This is an optimization exercise on Yosys and OpenROAD, whose aim is small area, not a production implementation.
Where RTL was checked, it was by simulation tests only, not by an equivalence proof against the original.
No functional check of the RTL was part of run 2.
The flow treats the clock pin as an ideal source, which a real chip does not have.
Power is estimated from default activity; no workload was simulated.

==> flow/design.v <==
`default_nettype none
module fp16_sum(input wire clk,input wire [15:0] num1,num2,output reg [15:0] out);
	localparam K = 7;
	function automatic [12:0] radd12(input [11:0] a, input [11:0] b, input ci);
		integer k;
		reg c;
		begin
			c = ci;
			for (k = 0; k < 12; k = k + 1) begin
				radd12[k] = a[k] ^ b[k] ^ c;
				c = (a[k] & b[k]) | (c & (a[k] ^ b[k]));
			end
			radd12[12] = c;
		end
	endfunction
	function automatic gt10(input [9:0] a, input [9:0] b);
		integer k;
		reg g;
		begin
			g = 1'b0;
			for (k = 0; k < 10; k = k + 1)
				g = (a[k] & ~b[k]) | (~(a[k] ^ b[k]) & g);
			gt10 = g;
		end
	endfunction
	wire [4:0]  e1   = num1[14:10];
	wire [4:0]  e2   = num2[14:10];
	wire [12:0] a12  = radd12({7'd0, e1}, {7'h7f, ~e2}, 1'b1);    
	wire [12:0] a21  = radd12({7'd0, e2}, {7'h7f, ~e1}, 1'b1);    
	wire        egt  = ~a12[12];                    
	wire        eeq  = e1 == e2;
	wire [4:0]  d    = egt ? a21[4:0] : a12[4:0];
	wire        swap = egt | (eeq & gt10(num2[9:0], num1[9:0]));    
	wire [9:0]  bm   = swap ? num2[9:0] : num1[9:0];
	wire [9:0]  sm   = swap ? num1[9:0] : num2[9:0];
	wire [10:0] sn   = {1'b1, sm} >> d;
	wire        sub  = num1[15] ^ num2[15];
	wire [12:0] lsum = radd12({{(12-K){1'b0}}, bm[K-1:0]}, {{(12-K){1'b0}}, sn[K-1:0] ^ {K{sub}}}, sub);
	reg        r1_sign, r1_sub;
	reg [4:0]  r1_exp;
	reg [9:K]  r1_bm;
	reg [10:K] r1_sn;
	reg [K:0]  r1_lo;        
	always @(posedge clk) begin
		r1_sign <= swap ? num2[15] : num1[15];
		r1_sub  <= sub;
		r1_exp  <= egt ? e2 : e1;
		r1_bm   <= bm[9:K];
		r1_sn   <= sn[10:K];
		r1_lo   <= lsum[K:0];
	end
	wire [12:0] ps  = radd12({{(K+1){1'b0}}, 1'b1, r1_bm}, {{(K+1){1'b0}}, r1_sn ^ {(11-K){r1_sub}}}, r1_lo[K]);
	wire [11:0] pre = {ps[11-K] ^ r1_sub, ps[10-K:0], r1_lo[K-1:0]};
	reg  [3:0]  p;
	integer i;
	always @* begin
		p = 4'd0;
		for (i = 0; i < 12; i = i + 1)
			if (pre[i]) p = i;
	end
	wire [11:0] x  = {pre[11:2], pre[1:0] & {2{~r1_sub}}};
	wire [11:0] xs = x << (4'd11 - p);
	wire        nz = |pre;
	wire [12:0] ee = radd12({7'd0, r1_exp}, {8'd0, p} + 12'hff6, 1'b0);
	wire [4:0]  re = nz ? ee[4:0] : 5'd0;
	wire [9:0]  rm = xs[10:1];
	reg [15:0] s2, s3, s4;
	always @(posedge clk) begin
		s2  <= {r1_sign, re, rm};
		s3  <= s2;
		s4  <= s3;
		out <= s4;
	end
endmodule
==> flow/flow/run.sh <==
#!/bin/bash
# The standard layout with these changes:
#  - synthesis maps with flow/abc.script and without the adder cell step;
#  - the port buffers are plain buf_1 cells;
#  - clock tree synthesis inserts no dummy loads;
#  - after clock tree synthesis, logic cells are downsized where timing allows
#    (flow/post_cts.tcl), and the global-route step recovers power (RECOVER_POWER).
set -euo pipefail
here=$(pwd)
inner=$(grep -o 'SYNTH_SCRIPT=[^ ]*' standard.sh | head -1 | cut -d= -f2-)
export OWN_INNER_SYNTH=$inner
export OWN_ABC_SCRIPT=$here/flow/abc.script
export OWN_ABC_AREA_SCRIPT=$here/flow/abc_area.script
export BUFFER_PORTS_ARGS="-buffer_cell sky130_fd_sc_hd__buf_1"
export CTS_ARGS="-sink_clustering_enable -repair_clock_nets -dont_use_dummy_load"
export RECOVER_POWER=100
export POST_CTS_TCL=$here/flow/post_cts.tcl
sed "s#SYNTH_SCRIPT=[^ ]*#SYNTH_SCRIPT=$here/flow/synth.tcl ADDER_MAP_FILE=#" standard.sh > own.sh
bash own.sh > flow.log 2>&1
==> flow/flow/abc.script <==
strash
dch -f
map -D 3400 -B 0.2
strash
dch -f
map -D 3400 -B 0.2
topo
stime -c
buffer -c
upsize -c
dnsize -c
==> flow/flow/abc_area.script <==
strash
dch -f
map -a
strash
dch -f
map -a
topo
stime -c
buffer -c
upsize -c
dnsize -c
==> flow/flow/downsize.tcl <==
# Area recovery: give each logic cell the smallest drive strength of its
# function that keeps setup slack above a margin and adds no slew,
# capacitance or fanout violation. Registers keep their cell type.
proc own_cell_area {lib_cell_name} {
  set m [[ord::get_db] findMaster $lib_cell_name]
  return [expr {[$m getWidth] * [$m getHeight]}]
}
proc own_downsize {margin {parasitics -placement}} {
  estimate_parasitics $parasitics
  puts "area recovery: setup slack before [sta::worst_slack_cmd max]"
  set v0 [expr {[sta::max_slew_violation_count] + [sta::max_capacitance_violation_count] + [sta::max_fanout_violation_count]}]
  set saved 0
  set n 0
  foreach inst [get_cells *] {
    if {[catch {get_name [get_lib_cells -of_objects $inst]} cur]} { continue }
    if {![regexp {^(sky130_fd_sc_hd__[a-z0-9]+)_([0-9]+)$} $cur -> base drv]} { continue }
    if {[regexp {dfxtp|dfrtp|clkbuf|clkinv|tap|fill|decap|conb|dly} $base]} { continue }
    set best $cur
    set cands {}
    foreach lc [get_lib_cells ${base}_*] { lappend cands [get_name $lc] }
    foreach cand [lsort -dictionary $cands] {
      if {![regexp {^sky130_fd_sc_hd__[a-z0-9]+_([0-9]+)$} $cand -> cdrv]} { continue }
      if {$cdrv >= $drv} { continue }
      if {[own_cell_area $cand] >= [own_cell_area $best]} { continue }
      if {[[[ord::get_db] findMaster $cand] getWidth] > [[[ord::get_db] findMaster $cur] getWidth]} { continue }
      replace_cell $inst $cand
      set ok [expr {[sta::worst_slack_cmd max] >= $margin * 1e-9}]
      if {$ok} {
        set v [expr {[sta::max_slew_violation_count] + [sta::max_capacitance_violation_count] + [sta::max_fanout_violation_count]}]
        set ok [expr {$v <= $v0}]
      }
      if {$ok} {
        set saved [expr {$saved + [own_cell_area $best] - [own_cell_area $cand]}]
        set best $cand
        incr n
        break
      }
      replace_cell $inst $best
    }
  }
  puts "area recovery: $n cells downsized, [expr {$saved / 1e6}] um^2 saved, setup slack [sta::worst_slack_cmd max]"
}
==> flow/flow/post_cts.tcl <==
# After clock tree synthesis: area recovery by downsizing logic cells.
source [file join [file dirname [info script]] downsize.tcl]
own_downsize 0.4
==> flow/flow/synth.tcl <==
# The standard flow's synthesis script, with our own ABC scripts for the technology
# mapping (the registers and their names are unchanged): the logic fed by
# the input ports is mapped for delay with flow/abc.script, the rest for
# area with flow/abc_area.script.
proc abc {args} {
  set i [expr {[lsearch -exact $args -script] + 1}]
  set a $args
  set b $args
  lset a $i $::env(OWN_ABC_SCRIPT)
  lset b $i $::env(OWN_ABC_AREA_SCRIPT)
  yosys select -set own_in i:* i:clk %d {%co*:-sky130_fd_sc_hd__dfxtp_1[D]}
  yosys select -set own_in_cells @own_in c:* %i t:sky130_fd_sc_hd__dfxtp_1 %d
  yosys abc {*}$a @own_in_cells
  yosys select -set own_rest c:* t:sky130_fd_sc_hd__* %d
  yosys abc {*}$b @own_rest
  yosys select -clear
}
source $::env(OWN_INNER_SYNTH)
==> flow/standard.sh <==
#!/bin/bash
# synth_recipe.tcl (not shown) runs the flow's synth.tcl, then flattens the netlist and writes it again
# the make line also repeats each setting of config.mk as NAME=value (left out here)
make -C /OpenROAD-flow-scripts/flow DESIGN_CONFIG=/design/flow/config.mk WORK_HOME=/design/flow/orfs CLKGATE_MAP_FILE= SYNTH_SCRIPT=/design/flow/synth_recipe.tcl "${@:-finish}"
==> flow/config.mk <==
export PLATFORM = sky130hd
export DESIGN_NAME = fp16_sum
export DESIGN_NICKNAME = fp16_sum
export VERILOG_FILES = /design/flow/design.v
export SDC_FILE = /design/flow/constraint.sdc
export NUM_CORES = 4
export LEC_CHECK = 0
export ABC_AREA = 1
export CAP_MARGIN = 20
export CORE_MARGIN = 2
export CORE_UTILIZATION = 55
export GPL_TIMING_DRIVEN = 0
export SLEW_MARGIN = 20
==> flow/constraint.sdc <==
create_clock -name core_clock -period 4.5 [get_ports {clk}]
set_input_delay 0.9000 -clock core_clock [delete_from_list [all_inputs] [get_ports {clk}]]
set_output_delay 0.9000 -clock core_clock [all_outputs]
set_load 0.01 [all_outputs]
==> metrics.yaml, run 1 <==
outcome:
  outcome: "no timing/DRC/antenna violations"
grt:
  grt-ovfl-total: 0
  grt.total_usage_pct: 18.74
  grt_pass1_wl_um: 11520
  grt_start_max_net_pins: 16
  first_global_vias: 2721
  antenna_found_initial: 0
placement:
  place_ws_ns: -0.2083
  dp.cells: 641
  hpwl_um: 5690
  gp_congestion: 0.8661
  io_buffers: 48
  place_area_um2: 4284
floorplanning:
  dieArea_um2: 7933
  core.rowCount: 31
  die_y_um: 89.07
  ios: 49
  start_util_pct: 55.77
  core-area_um2: 7137
  dieWidth_um: 89.07
sta:
  fin_worst_skew_ns: 0.02196
  setup_ws_ns: 0.4421
  period_share_pct: 90.18
  max_freq_ghz: 0.2464
  hold_ws_ns: 0.3101
  maxSlewViolCount: 0
  fin_crit_ns: 4.058
  worst_pin_slew_ns: 0.6253
  slew-limit-headroom_pct: 58.16
  fin_setup_tns_ns: 0
  final-hold-violation-count: 0
  setup_viol: 0
  rsz0062_at_grt: "false"
logic_synthesis:
  netlist.area_leader.share_pct: 43.26
  mappedNetlistArea_um2: 3980
  ys_top_cells_by_area: "dfxtp_1, nand2_1, inv_1"
  ys.flop_type: "dfxtp_1"
  synth_nets: 527
  synth_seq_cells: 86
  syn_inst: 494
  yosysTopAreaCell: "dfxtp_1"
  ys_types: 54
  synth_edf_count: 0
  synth-seq-area-share_pct: 43.26
  ys_warn_count: 1
  avgSynthCellArea_um2: 8.057
  synth-async-reset-ratio_pct: 0
critical_path:
  critPathTopFamily: "compound AO/OA/AOI/OAI gates"
  critPathMaxFanout: 10
  worst_ep_required_time_ns: 4.71
  cp-end-kind: "register"
  cp_num_buf_inv: 4
  crit_type: "input pin to register"
  crit_arrival_ns: 4.27
  startpoint_type: "input pin"
  slowest_delay_ns: 0.34
  cp_slowest_cell: "clkbuf_1"
routing:
  viasPerCell: 4.734
  post-route-drc-count: 0
  drt_iter0_drc: 83
  wl_um: 6900
  vias: 3082
  dr.pass1.iters: 4
  wire_per_inst_um: 10.60
  ant_nets: 0
layout:
  area_growth_pct: 8.865
  final_common_cell: "nand2_1"
  final_cells: 651
  final_area_um2: 4333
  drive_gt1_share_pct: 13.95
  fin_util_pct: 60.71
  diodes: 0
  fin_nets: 587
  final_cell_mix: "nand2_1, dfxtp_1, inv_1, buf_1, nor2_1"
run:
  maxCapViolations: 0
clock_tree:
  cts_tree: "yes"
  cts_sinks: 86
  cts.clk_slew.worst_paths_ns: 0.08
  clk_latency_ns: 0.34
power:
  p_per_area_nw_per_um2: 631.4
  leakagePower_nw: 1.968
  max-vdd-ir-drop_v: 0.0001858
  power_mw: 2.736
min_path:
  hp-class: "register to register"
[per-layer routing]
metal	vias to the layer above	track usage (%)	share of wire, %
met5	-	0	0
met4	0	6.242	1.0
met3	8	3.601	2.4
li1	1698	-	-
met1	1325	20.87	44
met2	51	35.55	53
[Yosys cell counts (7+ instances only)]
cell / count
inv_1: 52
nand2_1: 96
nor2_1: 43
xnor2_1: 7
inv_2: 15
xor2_1: 16
a21oi_1: 18
dfxtp_1: 86
o21ai_0: 36
o21ai_1: 19
nor2_4: 8
[worst paths after layout]
check / start / end / slack (ns) / cells past startpoint
setup reg to reg: r1_sub$_DFF_P_ / s2[8]$_DFF_P_ / 0.46 / 20
setup / recovery: num2[10] / r1_lo[6]$_DFF_P_ / 0.44 / 27
hold / removal: s3[4]$_DFF_P_ / s4[4]$_DFF_P_ / 0.31 / 0
hold reg to reg: s3[4]$_DFF_P_ / s4[4]$_DFF_P_ / 0.31 / 0
[layout make-up]
class | instances | area [um^2]
well taps | 99 | 123.9
inverters | 70 | 271.5
multi-input cells | 330 | 1868
fillers | 711 | 2804
clock buffers | 9 | 123.9
plain buffers | 8 | 36.28
flip-flops and latches | 86 | 1722
repair buffers | 49 | 187.7
[report_power, final]
part / switching [mW] / internal (mW) / total, mW / leakage (nW)
clock: 0.212 / 0.179 / 0.390 / 0.0647
combinational: 0.729 / 0.419 / 1.15 / 1.18
sequential: 0.0929 / 1.10 / 1.20 / 0.723
[logic make-up after synthesis]
group                  synth area share, %
AO/OA/AOI/OAI                        17.83
XOR/XNOR                             7.105
buffers and inverters                8.393
flip-flops                           43.26
multiplexers                        0.2515
AND/OR/NAND/NOR                      23.17
[state kept, by name (all words and copies together), names as in the netlist]
signal,flops
r1_sub,1
r1_sign,1
s2,16
out,16
r1_exp,5
r1_sn,4
r1_lo,8
s3,16
s4,16
r1_bm,3
==> run 2, diff against run 1 <==
==> flow/design.v (replaced) <==
`default_nettype none
module fp16_sum(input wire clk,input wire [15:0] num1,num2,output reg [15:0] out);
	function automatic [12:0] radd12(input [11:0] a, input [11:0] b, input ci);
		integer k;
		reg c;
		begin
			c = ci;
			for (k = 0; k < 12; k = k + 1) begin
				radd12[k] = a[k] ^ b[k] ^ c;
				c = (a[k] & b[k]) | (c & (a[k] ^ b[k]));
			end
			radd12[12] = c;
		end
	endfunction
	function automatic gt15(input [14:0] a, input [14:0] b);
		integer k;
		reg g;
		begin
			g = 1'b0;
			for (k = 0; k < 15; k = k + 1)
				g = (a[k] & ~b[k]) | (~(a[k] ^ b[k]) & g);
			gt15 = g;
		end
	endfunction
	wire        swap = gt15(num2[14:0], num1[14:0]);
	wire [15:0] big  = swap ? num2 : num1;
	wire [15:0] sma  = swap ? num1 : num2;
	wire        sub  = num1[15] ^ num2[15];
	wire [12:0] dd = radd12({7'd0, big[14:10]}, {7'h7f, ~sma[14:10]}, 1'b1);
	wire [4:0]  d  = dd[4:0];
	wire [10:0] bn = {1'b1, big[9:0]};
	wire [10:0] sn = {1'b1, sma[9:0]} >> d;
	wire [12:0] ps  = radd12({1'b0, bn}, {1'b0, sn ^ {11{sub}}}, sub);
	wire [11:0] pre = {ps[11] ^ sub, ps[10:0]};
	reg  [3:0]  p;
	integer i;
	always @* begin
		p = 4'd0;
		for (i = 0; i < 12; i = i + 1)
			if (pre[i]) p = i;
	end
	wire [11:0] x  = {pre[11:2], pre[1:0] & {2{~sub}}};
	wire [11:0] xs = x << (4'd11 - p);
	wire        nz = |pre;
	wire [12:0] ee = radd12({7'd0, big[14:10]}, {8'd0, p} + 12'hff6, 1'b0);
	wire [4:0]  re = nz ? ee[4:0] : 5'd0;
	wire [9:0]  rm = xs[10:1];
	reg [15:0] s1, s2, s3, s4;
	always @(posedge clk) begin
		s1  <= {big[15], re, rm};
		s2  <= s1;
		s3  <= s2;
		s4  <= s3;
		out <= s4;
	end
endmodule
==> flow/run.sh (new file) <==
#!/bin/bash
# synth_recipe.tcl (not shown) runs the flow's synth.tcl, then flattens the netlist and writes it again
# the make line also repeats each setting of config.mk as NAME=value (left out here)
make -C /OpenROAD-flow-scripts/flow DESIGN_CONFIG=/design/flow/config.mk WORK_HOME=/design/flow/orfs CLKGATE_MAP_FILE= SYNTH_SCRIPT=/design/flow/synth_recipe.tcl finish
--- a/flow/config.mk
+++ b/flow/config.mk
@@ -8,6 +8,5 @@
 export ABC_AREA = 1
 export CAP_MARGIN = 20
 export CORE_MARGIN = 2
-export CORE_UTILIZATION = 55
-export GPL_TIMING_DRIVEN = 0
+export CORE_UTILIZATION = 70
 export SLEW_MARGIN = 20
removed: flow/flow/run.sh
removed: flow/flow/abc.script
removed: flow/flow/abc_area.script
removed: flow/flow/downsize.tcl
removed: flow/flow/post_cts.tcl
removed: flow/flow/synth.tcl
removed: flow/standard.sh
==> run 2 against run 1 <==
Area after synthesis is 2.4% higher. The run now fails in detailed placement. Synthesized cell count is 0.40% higher.
==> metrics.yaml, run 2 <==
outcome:
  outcome: "did not finish"
  error_line: "[ERROR DPL-0033] detailed placement checks failed during check placement."
  stop_stage: "detailed placement"
logic_synthesis:
  netlist_top_cells_count: "nand2_1, dfxtp_1, inv_1"
  ys_top_cells_by_area: "dfxtp_1, nand2_1, ha_1"
  mappedNetlistArea_um2: 4075  # +2.4%
  ys_warn_count: 1  # unchanged
  ys_types: 45  # -17%
  ys.flop_type: "dfxtp_1"
  synth-seq-area-share_pct: 39.30  # -4.0 points
  yosysTopAreaCell: "dfxtp_1"
  avgSynthCellArea_um2: 8.216  # +2.0%
  synth-async-reset-ratio_pct: 0  # unchanged
  netlist.area_leader.share_pct: 39.30  # -4.0 points
  synth_edf_count: 0  # unchanged
  synth_nets: 564  # +7.0%
  synth.most_common_cell: "nand2_1"
  synth_seq_cells: 80  # -7.0%
  syn_inst: 496  # +0.40%
floorplanning:
  die_y_um: 80.30  # -9.8%
  ios: 49  # unchanged
  dieWidth_um: 80.30  # -9.8%
  core.rowCount: 27  # -13%
  start_util_pct: 73.11  # +17 points
placement:
  io_buffers: 48  # unchanged
  hpwl_um: 13520  # +140%
  gp_congestion: 0.9176  # +5.9%
## run 2: kinds of logic after synthesis
family / Yosys count / synth area share (%)
AO/OA/AOI/OAI: 65 / 9.917
XOR/XNOR: 12 / 2.579
adder cells (fa/ha/maj): 35 / 12.96
buffers and inverters: 91 / 9.180
flip-flops: 80 / 39.30
multiplexers: 2 / 0.4913
AND/OR/NAND/NOR: 211 / 25.58
## run 2: stage by stage
stage / instances / power (mW) / setup WS [ns]
floorplan: 496 / 2.461 / -5.000
global placement: 708 / 3.172 / -5.438
## run 2: power by group through the flow
stage          sequential, mW  combinational (mW)  clock, mW
3_3_place_gp             1.15                2.02          0
2_1_floorplan            1.18                1.28          0
## run 2: worst max path at each step
stage / from / endpoint / slack (ns) / cells after the start
after global placement: num1[1] / s1[14]$_SDFF_PN0_ / -5.44 / 81
after floorplan: num1[1] / s1[14]$_SDFF_PN0_ / -5.00 / 82

re-timing with driven ports:
The results above use ideal ports. As a check the final layout listed here was re-extracted and re-timed, cells and wires unchanged.
Step 1 (the two cells are an assumption about what drives the block):
set clk [get_ports {clk}]
set_driving_cell -lib_cell sky130_fd_sc_hd__clkbuf_16 $clk
set_driving_cell -lib_cell sky130_fd_sc_hd__buf_2 [delete_from_list [all_inputs] $clk]
Step 2 also shifts input and output timing later by t, the mid clock arrival at the registers, as if the neighbouring blocks saw the same clock.
Slacks: ideal ports / drivers / drivers and shift; pairs: ideal ports / drivers.
run: run 1
shift t [ns]: 0.352
setup slack, ns: 0.442 / 0.448 / 0.096
worst register clock-pin slew, ns: 0.08 / 0.08
After both steps run 1 still meets setup and hold. For run 1, drivers alone change the setup slack by +0.006 ns; drivers and shift together by -0.346 ns.
